Context: an optimization exercise on an open-source flow, tuned for small area, a short achievable clock period and few clock cycles per item. The choices shown serve that exercise and are no tape-out recipe.
Function was checked by simulation only, so behaviour that the tests miss may differ from the original.

==> flow/design.v (outline; a module is shown in full before it is edited, if it fits) <==
// module des_ip: 6 lines
// module des_fp: 6 lines
// module des_pc1: 6 lines
// module des_subkey1: 6 lines
// module des_subkey2: 6 lines
// module des_subkey3: 6 lines
// module des_subkey4: 6 lines
// module des_subkey5: 6 lines
// module des_subkey6: 6 lines
// module des_subkey7: 6 lines
// module des_subkey8: 6 lines
// module des_subkey9: 6 lines
// module des_subkey10: 6 lines
// module des_subkey11: 6 lines
// module des_subkey12: 6 lines
// module des_subkey13: 6 lines
// module des_subkey14: 6 lines
// module des_subkey15: 6 lines
// module des_subkey16: 6 lines
// module des_sbk1: 79 lines
// module des_sbk2: 79 lines
// module des_sbk3: 79 lines
// module des_sbk4: 79 lines
// module des_sbk5: 79 lines
// module des_sbk6: 79 lines
// module des_sbk7: 79 lines
// module des_sbk8: 79 lines
// module des_round: 15 lines
// module des_rounds_1_4: 22 lines
// module des_rounds_5_8: 22 lines
// module des_rounds_9_12: 22 lines
// module des_rounds_13_16: 22 lines
// module des_enc: 51 lines
module des_enc (
    input         clk,
    input         rst,
    input         in_valid,
    output        in_ready,
    input  [63:0] in_block,
    input  [63:0] in_key,
    output        out_valid,
    output [63:0] out_block
);
  // ...
==> flow/flow/run.sh <==
#!/bin/bash
# Own flow: the standard layout (standard.sh), with the S-box modules replaced by
# pre-mapped gate-level netlists during synthesis (see swap.tcl).
set -euo pipefail
W=$(pwd)
export SYNTH_CANONICALIZE_TCL=$W/flow/swap.tcl
BUFFER_PORTS_ARGS="-buffer_cell sky130_fd_sc_hd__buf_1" bash standard.sh SETUP_SLACK_MARGIN=38.5 finish > $W/standard.log 2>&1 || { tail -50 $W/standard.log; exit 1; }
for f in $W/orfs/logs/*/*/*/*.log; do cp "$f" $W/ 2>/dev/null || true; done
tail -5 $W/standard.log
==> flow/flow/swap.tcl <==
# Run by ORFS's synthesis canonicalize step (SYNTH_CANONICALIZE_TCL): replace the
# behavioural S-box modules with the gate-level ones in sbk_gates.v. Registers and
# everything else go through the standard synthesis unchanged.
foreach m {des_sbk1 des_sbk2 des_sbk3 des_sbk4 des_sbk5 des_sbk6 des_sbk7 des_sbk8} {
  delete $m
}
read_verilog [file join [file dirname [info script]] sbk_gates.v]
hierarchy -check -top $::env(DESIGN_NAME)
==> flow/standard.sh <==
#!/bin/bash
# synth_recipe.tcl (not shown) runs the flow's synth.tcl, then flattens the netlist and writes it again
# the make line also repeats each setting of config.mk as NAME=value (left out here)
make -C /OpenROAD-flow-scripts/flow DESIGN_CONFIG=/design/flow/config.mk WORK_HOME=/design/flow/orfs CLKGATE_MAP_FILE= SYNTH_SCRIPT=/design/flow/synth_recipe.tcl "${@:-finish}"
==> flow/config.mk <==
export PLATFORM = sky130hd
export DESIGN_NAME = des_enc
export DESIGN_NICKNAME = des_enc
export VERILOG_FILES = /design/flow/design.v
export SDC_FILE = /design/flow/constraint.sdc
export NUM_CORES = 8
export LEC_CHECK = 0
export CAP_MARGIN = 20
export CORE_MARGIN = 2
export CORE_UTILIZATION = 40
export CTS_CLUSTER_DIAMETER = 100
export CTS_CLUSTER_SIZE = 30
export SLEW_MARGIN = 20
==> flow/constraint.sdc <==
create_clock -name core_clock -period 50.0 [get_ports {clk}]
set_input_delay 10.0000 -clock core_clock [delete_from_list [all_inputs] [get_ports {clk}]]
set_output_delay 10.0000 -clock core_clock [all_outputs]
set_load 0.01 [all_outputs]
Not shown: flow/flow/sbk_gates.v
==> results.tsv, run 1 <==
stage	metric	value	unit
synthesis	leading post-synthesis cells by cell area	dfxtp_1 20%, xor2_1 14%, xnor2_1 11%	
setup_path	Reg-to-Reg End	lr1_q[2]	
finish	diode count	3	
timing	hold slack	0.414	ns
timing	clk_skew	0.0460	ns
finish	Inverters excl. clock	208	
setup_path	crit path buf inv count	1	
synthesis	largest family of logic cells by synthesized area	compound AO/OA/AOI/OAI gates	
finish	Layout clock area frac	2.80	%
setup_path	Max FO, Critical Path	1	
die	# Taps	1794	
drt	DRT Pass-1 Iters	17	
timing	actual slew at the worst max-slew pin	1.14	ns
synthesis	Synth top area share	19.7	%
place	gp weighted congestion	1.08	
finish	non-clock buffer count	223	
cts	Sinks on Clock Net	549	
cts	CTS buffer count	41	
setup_path	start of the worst register-to-register path	cd0_q[7]	
setup_path	Crit path required time	40.00	ns
drt	metal3 WL	17600	µm
place	Post-Place Setup Slack	38.27	ns
drt	Iteration-0 DRC Markers	8934	
synthesis	Cell Area, Synth	55700	µm²
synthesis	synth unique cells	35	
global_routing	GRT met1 Usage	33.3	%
place	placed cell count	10156	
finish	largest class	multi-input combinational cells	
global_routing	largest net degree at the start of global routing	31	
synthesis	most common cell in the netlist	nand2_1	
finish	Final #Nets	8536	
finish	non-filler cells, final	10231	
cts	H-tree depth	2	
setup_path	Worst path top cell family by delay	flip-flops	
synthesis	largest area contributor in the netlist	dfxtp_1	
outcome	status	timing/DRC/antenna clean	
place	Port Buf Inserts	187	
finish	final-layout non-clock buffer area share	1.59	%
global_routing	grt ovf	0	
synthesis	most frequent cells after synthesis	1520 x nand2_1, 1248 x nor2_1, 912 x xor2_1, 688 x o21ai_0, 672 x xnor2_1	
Testbench counts, summed over its fixed seeds: cycles 2,088, items 2,048.
==> run 2, diff against run 1 <==
==> flow/flow/run.sh (replaced) <==
#!/bin/bash
# Own flow: the standard layout (standard.sh), with the S-box modules replaced by
# pre-mapped gate-level netlists during synthesis (see swap.tcl).
set -euo pipefail
W=$(pwd)
export SYNTH_CANONICALIZE_TCL=$W/flow/swap.tcl
BUFFER_PORTS_ARGS="-buffer_cell sky130_fd_sc_hd__buf_1" bash standard.sh SETUP_SLACK_MARGIN=38.6 finish > $W/standard.log 2>&1 || { tail -50 $W/standard.log; exit 1; }
for f in $W/orfs/logs/*/*/*/*.log; do cp "$f" $W/ 2>/dev/null || true; done
tail -5 $W/standard.log
==> results.tsv, run 2 <==
stage	metric	value	unit	change
cts	clock slew at reported path FFs	0.11	ns	
drt	Iteration-0 DRC Markers	8782		-1.7%
synthesis	Compound-Gate Fraction of Synth Area	27.4	%	
drt	wirelength, routed	229000	µm	
finish	share of cells above drive strength 1	2.49	%	
finish	most frequent cells in the layout	1520 x nand2_1, 1248 x nor2_1, 847 x xor2_1		
timing	unrepaired setup endpoints after global routing	true		
timing	Final Critical Period	11.17	ns	
place	Placed Area	58900	µm²	
die	Initial Utilization	40.4	%	
setup_path	Worst path top cell family by delay	flip-flops		
timing	clk_skew	0.0466	ns	+0.000587 ns
finish	Synth-to-Final Area Change	10.3	%	
synthesis	most common cell in the netlist	nand2_1		
synthesis	Syn Area/Cell	6.84	µm²	
setup_path	CP Cell Sequence	buf_1		
cts	# Post-CTS Setup Buffers	0		
setup_path	Crit path required time	40.00	ns	about the same
synthesis	Synthesis Warnings	5		
synthesis	Async SR Flop Fraction	0	%	
synthesis	most frequent cells after synthesis	1520 x nand2_1, 1248 x nor2_1, 912 x xor2_1, 688 x o21ai_0, 672 x xnor2_1		
timing	setup_tns	0	ns	
timing	final setup fails	0		
cts	H-tree depth	2		unchanged
synthesis	Cell Area, Synth	55700	µm²	unchanged
place	DP Wirelength	187000	µm	
timing	Hold Fails Final Rpt	0		
outcome	status	timing/DRC/antenna clean		
hold_path	Hold WC Path Type	register to register		
synthesis	mux cell area share after synthesis	0	%	
cts	TritonCTS clock tree	yes		
synthesis	largest area contributor in the netlist	dfxtp_1		
die	Total Die Area	142000	µm²	
synthesis	Post-synth EDFFs	0		
global_routing	grt ovf	0		unchanged
synthesis	Synth top area share	19.7	%	unchanged
drt	detailed-route DRC error count	0		
synthesis	Synth Register Bits	549		
setup_path	startpoint types	register		
setup_path	WP data arrival	1.17	ns	
cts	Clock Latency Late Sink	0.68	ns	
finish	fillcell total	14071		
drt	WL/cell	22.3	µm	
finish	footprint of the multi-input gates	44700	µm²	
synthesis	Primary FF master, synth	dfxtp_1		
global_routing	first-pass GRT wire length	333000	µm	
setup_path	crit path buf inv count	1		unchanged
finish	commonest non-fill, non-tap cell in the layout	nand2_1		
finish	register area	11000	µm²	
cts	CTS buffer count	41		unchanged
setup_path	max incr delay on CP	0.35	ns	
global_routing	vias in the first global route	56285		
die	die extent in y	377	µm	
synthesis	syn nets	8271		
timing	hold slack	0.412	ns	-0.00160 ns
finish	final instance area	61400	µm²	
global_routing	initial antenna violation count	4		
cts	Clock Path Buffers	3		
run	max_cap viols	0		
die	I/O pin count	197		
synthesis	simple-gate share of the synthesized area	26.5	%	
setup_path	Slowest-stage cell, CP	dfxtp_1		
synthesis	Syn Inst Count	8140		
drt	DRT Pass-1 Iters	13		-4
die	DIE WIDTH	377	µm	
synthesis	leading post-synthesis cells by cell area	dfxtp_1 20%, xor2_1 14%, xnor2_1 11%		
place	Port Buf Inserts	187		unchanged
drt	vias	62416		
setup_path	endpoint class of the critical path	output pin		
die	row count	136		
synthesis	post-synthesis sequential area ratio	19.7	%	
die	CORE AREA	138000	µm²	
global_routing	largest net degree at the start of global routing	31		unchanged
synthesis	largest family of logic cells by synthesized area	compound AO/OA/AOI/OAI gates		
cts	Sinks on Clock Net	549		unchanged
global_routing	all-layer global routing usage	30.6	%	
drt	Antenna Violating Nets Remaining	0		
drt	drt via density	6.10		
synthesis	Post-Synth Adder-Cell Area	0	%	
timing	crit share post-route	22.3	%	
setup_path	Max FO, Critical Path	1		unchanged
setup_path	kind of critical path	register to output pin		
place	gp weighted congestion	1.08		unchanged
cts	clk root buf	clkbuf_16		
timing	max_slew headroom	24.9	%	
cts	Post-CTS Hold Buffers	0		
timing	max-slew violation count	0		
finish	Final #Nets	8536		unchanged
setup_path	r2r setup slk	39.01	ns	
timing	actual slew at the worst max-slew pin	1.12	ns	-0.0202 ns
synthesis	synth unique cells	35		unchanged
timing	fmax	89.5	MHz	
synthesis	Synth Area in XOR/XNOR	24.9	%	
## run 2: cell counts after synthesis
No cell type changed its count.
## run 2: final timing paths
kind,start,end,cells past startpoint
worst min register to register,cd1_q[54],cd2_q[54],0
worst max-delay path,out_q[39],out_block[39],1
worst max register to register,lr3_q[8],out_q[40],38
worst min-delay path,cd1_q[54],cd2_q[54],0
## run 2: cells by family (layout without fill, tap and decap cells)
| group | after synthesis | count (layout) |
|---|---|---|
| flip-flops | 549 | 549 |
| AO/OA/AOI/OAI | 2288 | 2288 |
| AND/OR/NAND/NOR | 3509 | 3509 |
| XOR/XNOR | 1584 | 1584 |
| other | 1 | 3 |
| buffers and inverters | 209 | 503 |
## run 2: final cells by class
type / count / share of cell area (%)
clock buffer: 42 / 1.69
clock inverter: 30 / 1.10
tap: 1794 / 3.66
sequential: 549 / 17.9
multi-input combinational: 7382 / 72.8
inverter: 208 / 1.27
timing repair buffer: 223 / 1.58
antenna: 2 / 0.00815
## run 2: timing repair
item | CTS | global route
resized for setup | 5 | 113
pin swaps | 0 | 0
hold endpoints to repair | 0 | 0
setup endpoints to repair | 5 | 120
## run 2: metal layers
metal  vias up  global-route usage (%)  share of wire, %
met5         -                       0            0.0096
li1      29445                       -                 -
met1     28460                    33.3                35
met4         4                    32.3                13
met2      3704                    50.1                44
met3       803                    3.68               8.0
## run 2: stage by stage
step	instances	worst slack (ns)	util [%]
CTS	10228	38.73	44.0
global placement	10156	38.33	42.7
floorplan	8140	39.67	-
global route	10228	38.49	44.6
finish	10230	38.83	44.6
detailed placement	10156	38.27	42.7
==> run 3, diff against run 2 <==
==> flow/flow/run.sh (replaced) <==
#!/bin/bash
# Own flow: the standard layout (standard.sh), with the S-box modules replaced by
# pre-mapped gate-level netlists during synthesis (see swap.tcl).
set -euo pipefail
W=$(pwd)
export SYNTH_CANONICALIZE_TCL=$W/flow/swap.tcl
BUFFER_PORTS_ARGS="-buffer_cell sky130_fd_sc_hd__buf_1" bash standard.sh SETUP_SLACK_MARGIN=38.75 finish > $W/standard.log 2>&1 || { tail -50 $W/standard.log; exit 1; }
for f in $W/orfs/logs/*/*/*/*.log; do cp "$f" $W/ 2>/dev/null || true; done
tail -5 $W/standard.log
==> results.tsv, run 3 <==
stage	metric	value	unit	change
cts	clk root buf	clkbuf_16		
drt	detailed-route DRC error count	0		unchanged
timing	setup_tns	0	ns	unchanged
synthesis	Primary FF master, synth	dfxtp_1		
global_routing	initial antenna violation count	4		unchanged
timing	hold slack	0.409	ns	-0.00348 ns
drt	Antenna Violating Nets Remaining	0		unchanged
drt	Iteration-0 DRC Markers	8868		+0.98%
hold_path	Hold WC Path Type	register to register		
cts	H-tree depth	2		unchanged
global_routing	vias in the first global route	56285		unchanged
timing	max-slew violation count	0		unchanged
global_routing	grt ovf	0		unchanged
drt	DRT Pass-1 Iters	14		+1
synthesis	Cell Area, Synth	55700	µm²	unchanged
setup_path	startpoint types	register		
synthesis	post-synthesis sequential area ratio	19.7	%	unchanged
die	row count	136		unchanged
setup_path	max incr delay on CP	0.35	ns	about the same
synthesis	Post-synth EDFFs	0		unchanged
die	Initial Utilization	40.4	%	unchanged
timing	clk_skew	0.0484	ns	+0.00177 ns
setup_path	WP data arrival	1.17	ns	about the same
timing	actual slew at the worst max-slew pin	1.06	ns	-0.0537 ns
die	I/O pin count	197		unchanged
global_routing	grt peak-use layer	met2		
setup_path	Crit path required time	40.00	ns	about the same
setup_path	kind of critical path	register to output pin		
finish	fillcell total	14034		-0.26%
synthesis	largest area contributor in the netlist	dfxtp_1		
synthesis	Synthesis Warnings	5		unchanged
finish	Synth-to-Final Area Change	10.9	%	
place	DP Wirelength	187000	µm	unchanged
cts	clock slew at reported path FFs	0.11	ns	about the same
die	DIE WIDTH	377	µm	unchanged
cts	Sinks on Clock Net	549		unchanged
timing	fmax	89.6	MHz	about the same
setup_path	crit path buf inv count	1		unchanged
place	gp weighted congestion	1.08		unchanged
die	die extent in y	377	µm	unchanged
outcome	status	timing/DRC/antenna clean		
global_routing	largest net degree at the start of global routing	31		unchanged
setup_path	Worst Setup SP	out_q[39]		
timing	unrepaired setup endpoints after global routing	true		
cts	TritonCTS clock tree	yes		
run	max_cap viols	0		unchanged
cts	CTS buffer count	41		unchanged
die	Total Die Area	142000	µm²	unchanged
global_routing	first-pass GRT wire length	333000	µm	unchanged
cts	Clock Path Buffers	3		unchanged
synthesis	leading post-synthesis cells by cell area	dfxtp_1 20%, xor2_1 14%, xnor2_1 11%		
hold_path	HP Start	cd1_q[54]		
setup_path	Slowest-stage cell, CP	dfxtp_1		
finish	commonest non-fill, non-tap cell in the layout	nand2_1		
setup_path	Max FO, Critical Path	1		unchanged
global_routing	grt met3 use	3.68	%	unchanged
synthesis	Synth Register Bits	549		unchanged
setup_path	start of the worst register-to-register path	lr2_q[8]		
cts	Clock Latency Late Sink	0.68	ns	about the same
place	Port Buf Inserts	187		unchanged
global_routing	GRT met1 Usage	33.3	%	unchanged
timing	max_slew headroom	28.5	%	+3.6 points
drt	wirelength, routed	229000	µm	about the same
setup_path	Worst path top cell family by delay	flip-flops		
drt	drt via density	6.11		+0.13%
timing	Hold Fails Final Rpt	0		unchanged
drt	vias	62496		+0.13%
finish	most frequent cells in the layout	1520 x nand2_1, 1248 x nor2_1, 823 x xor2_1		
global_routing	all-layer global routing usage	30.6	%	unchanged
drt	WL/cell	22.3	µm	about the same
global_routing	met2 usage	50.1	%	unchanged
setup_path	endpoint class of the critical path	output pin		
synthesis	synth unique cells	35		unchanged
finish	Final #Nets	8536		unchanged
timing	crit share post-route	22.3	%	about the same
timing	final setup fails	0		unchanged
synthesis	most common cell in the netlist	nand2_1		
synthesis	Syn Area/Cell	6.84	µm²	unchanged
synthesis	syn nets	8271		unchanged
die	CORE AREA	138000	µm²	unchanged
synthesis	most frequent cells after synthesis	1520 x nand2_1, 1248 x nor2_1, 912 x xor2_1, 688 x o21ai_0, 672 x xnor2_1		
finish	share of cells above drive strength 1	2.96	%	+0.47 points
synthesis	Async SR Flop Fraction	0	%	unchanged
synthesis	Syn Inst Count	8140		unchanged
synthesis	Synth top area share	19.7	%	unchanged
timing	Final Critical Period	11.17	ns	-0.00610 ns
setup_path	CP Cell Sequence	buf_1		
-- run 3: cell counts after synthesis --
Identical to the previous run, type by type.
-- run 3: layer usage --
| metal | wire length, µm | share of wire (%) |
|---|---|---|
| met5 | 13 | 0.0057 |
| met4 | 29200 | 13 |
| met3 | 17900 | 7.9 |
| met2 | 101000 | 44 |
| met1 | 80700 | 35 |
-- run 3: cells by family (layout without fill, tap and decap cells) --
| group | count (synthesis) | in the layout | synth area share, % |
|---|---|---|---|
| other cells | 1 | 3 | 0.00674 |
| buf+inv | 209 | 503 | 1.42 |
| xor+xnor | 1584 | 1584 | 24.9 |
| simple gates | 3509 | 3509 | 26.5 |
| flops | 549 | 549 | 19.7 |
| compound gates | 2288 | 2288 | 27.4 |
-- run 3: cell type report --
class,count,area [µm²],area share (%)
Tap cell,1794,2240,3.64
Antenna cell,2,5.00,0.00811
Sequential cell,549,11000,17.8
Inverter,208,781,1.27
Clock inverter,30,673,1.09
Multi-Input combinational cell,7382,45000,72.9
Timing Repair Buffer,223,972,1.58
Clock buffer,42,1040,1.69
-- run 3: metrics by stage --
step                      utilization, %  instance area [µm²]  setup WS, ns  instances
final                               44.8                61700         38.83      10230
after global routing                44.8                61700         38.62      10228
after CTS                           44.0                60600         38.73      10228
after detailed placement            42.7                58900         38.27      10156
after global placement              42.7                58900         38.33      10156
after floorplan                        -                55700         39.67       8140
-- run 3: worst paths after layout --
kind	end	slack, ns	cells after the start
max	out_block[39]	38.83	1
min	cd2_q[54]	0.41	0
max reg2reg	lr3_q[22]	39.22	38
min reg2reg	cd2_q[54]	0.41	0
-- run 3: repair_timing --
item	CTS	global route
gates resized for setup	5	156
buffers inserted	0	0
hold buffers	0	0
pin swaps	0	0
endpoints found under the setup margin	17	128

==> what the ideal ports hide <==
In the flow no input, the clock included, has a driving cell. The finished layouts below were timed again as built, in two steps. Step 1 assumes that a clkbuf_16 drives the clock port and a buf_2 every other input. Step 2 also shifts input and output timing later by t, the mid clock arrival at the registers, as if the neighbouring blocks saw the same clock. Slacks: no drivers / after step 1 / after step 2; pairs: no drivers / after step 1.
| run | shift t [ns] | setup WS [ns] | worst hold slack (ns) | worst slew at a driven data input, ns | pins driven straight from the clock port |
|---|---|---|---|---|---|
| run 1 | 0.734 | 38.832 / 38.757 / 38.936 | 0.414 / 0.414 / 0.414 | 0.04 | 1 |
| run 2 | 0.736 | 38.828 / 38.752 / 39.009 | 0.412 / 0.412 / 0.412 | 0.04 | 1 |
| run 3 | 0.735 | 38.835 / 38.758 / 39.215 | 0.409 / 0.409 / 0.409 | 0.04 | 1 |
After both steps every run listed still meets setup and hold.
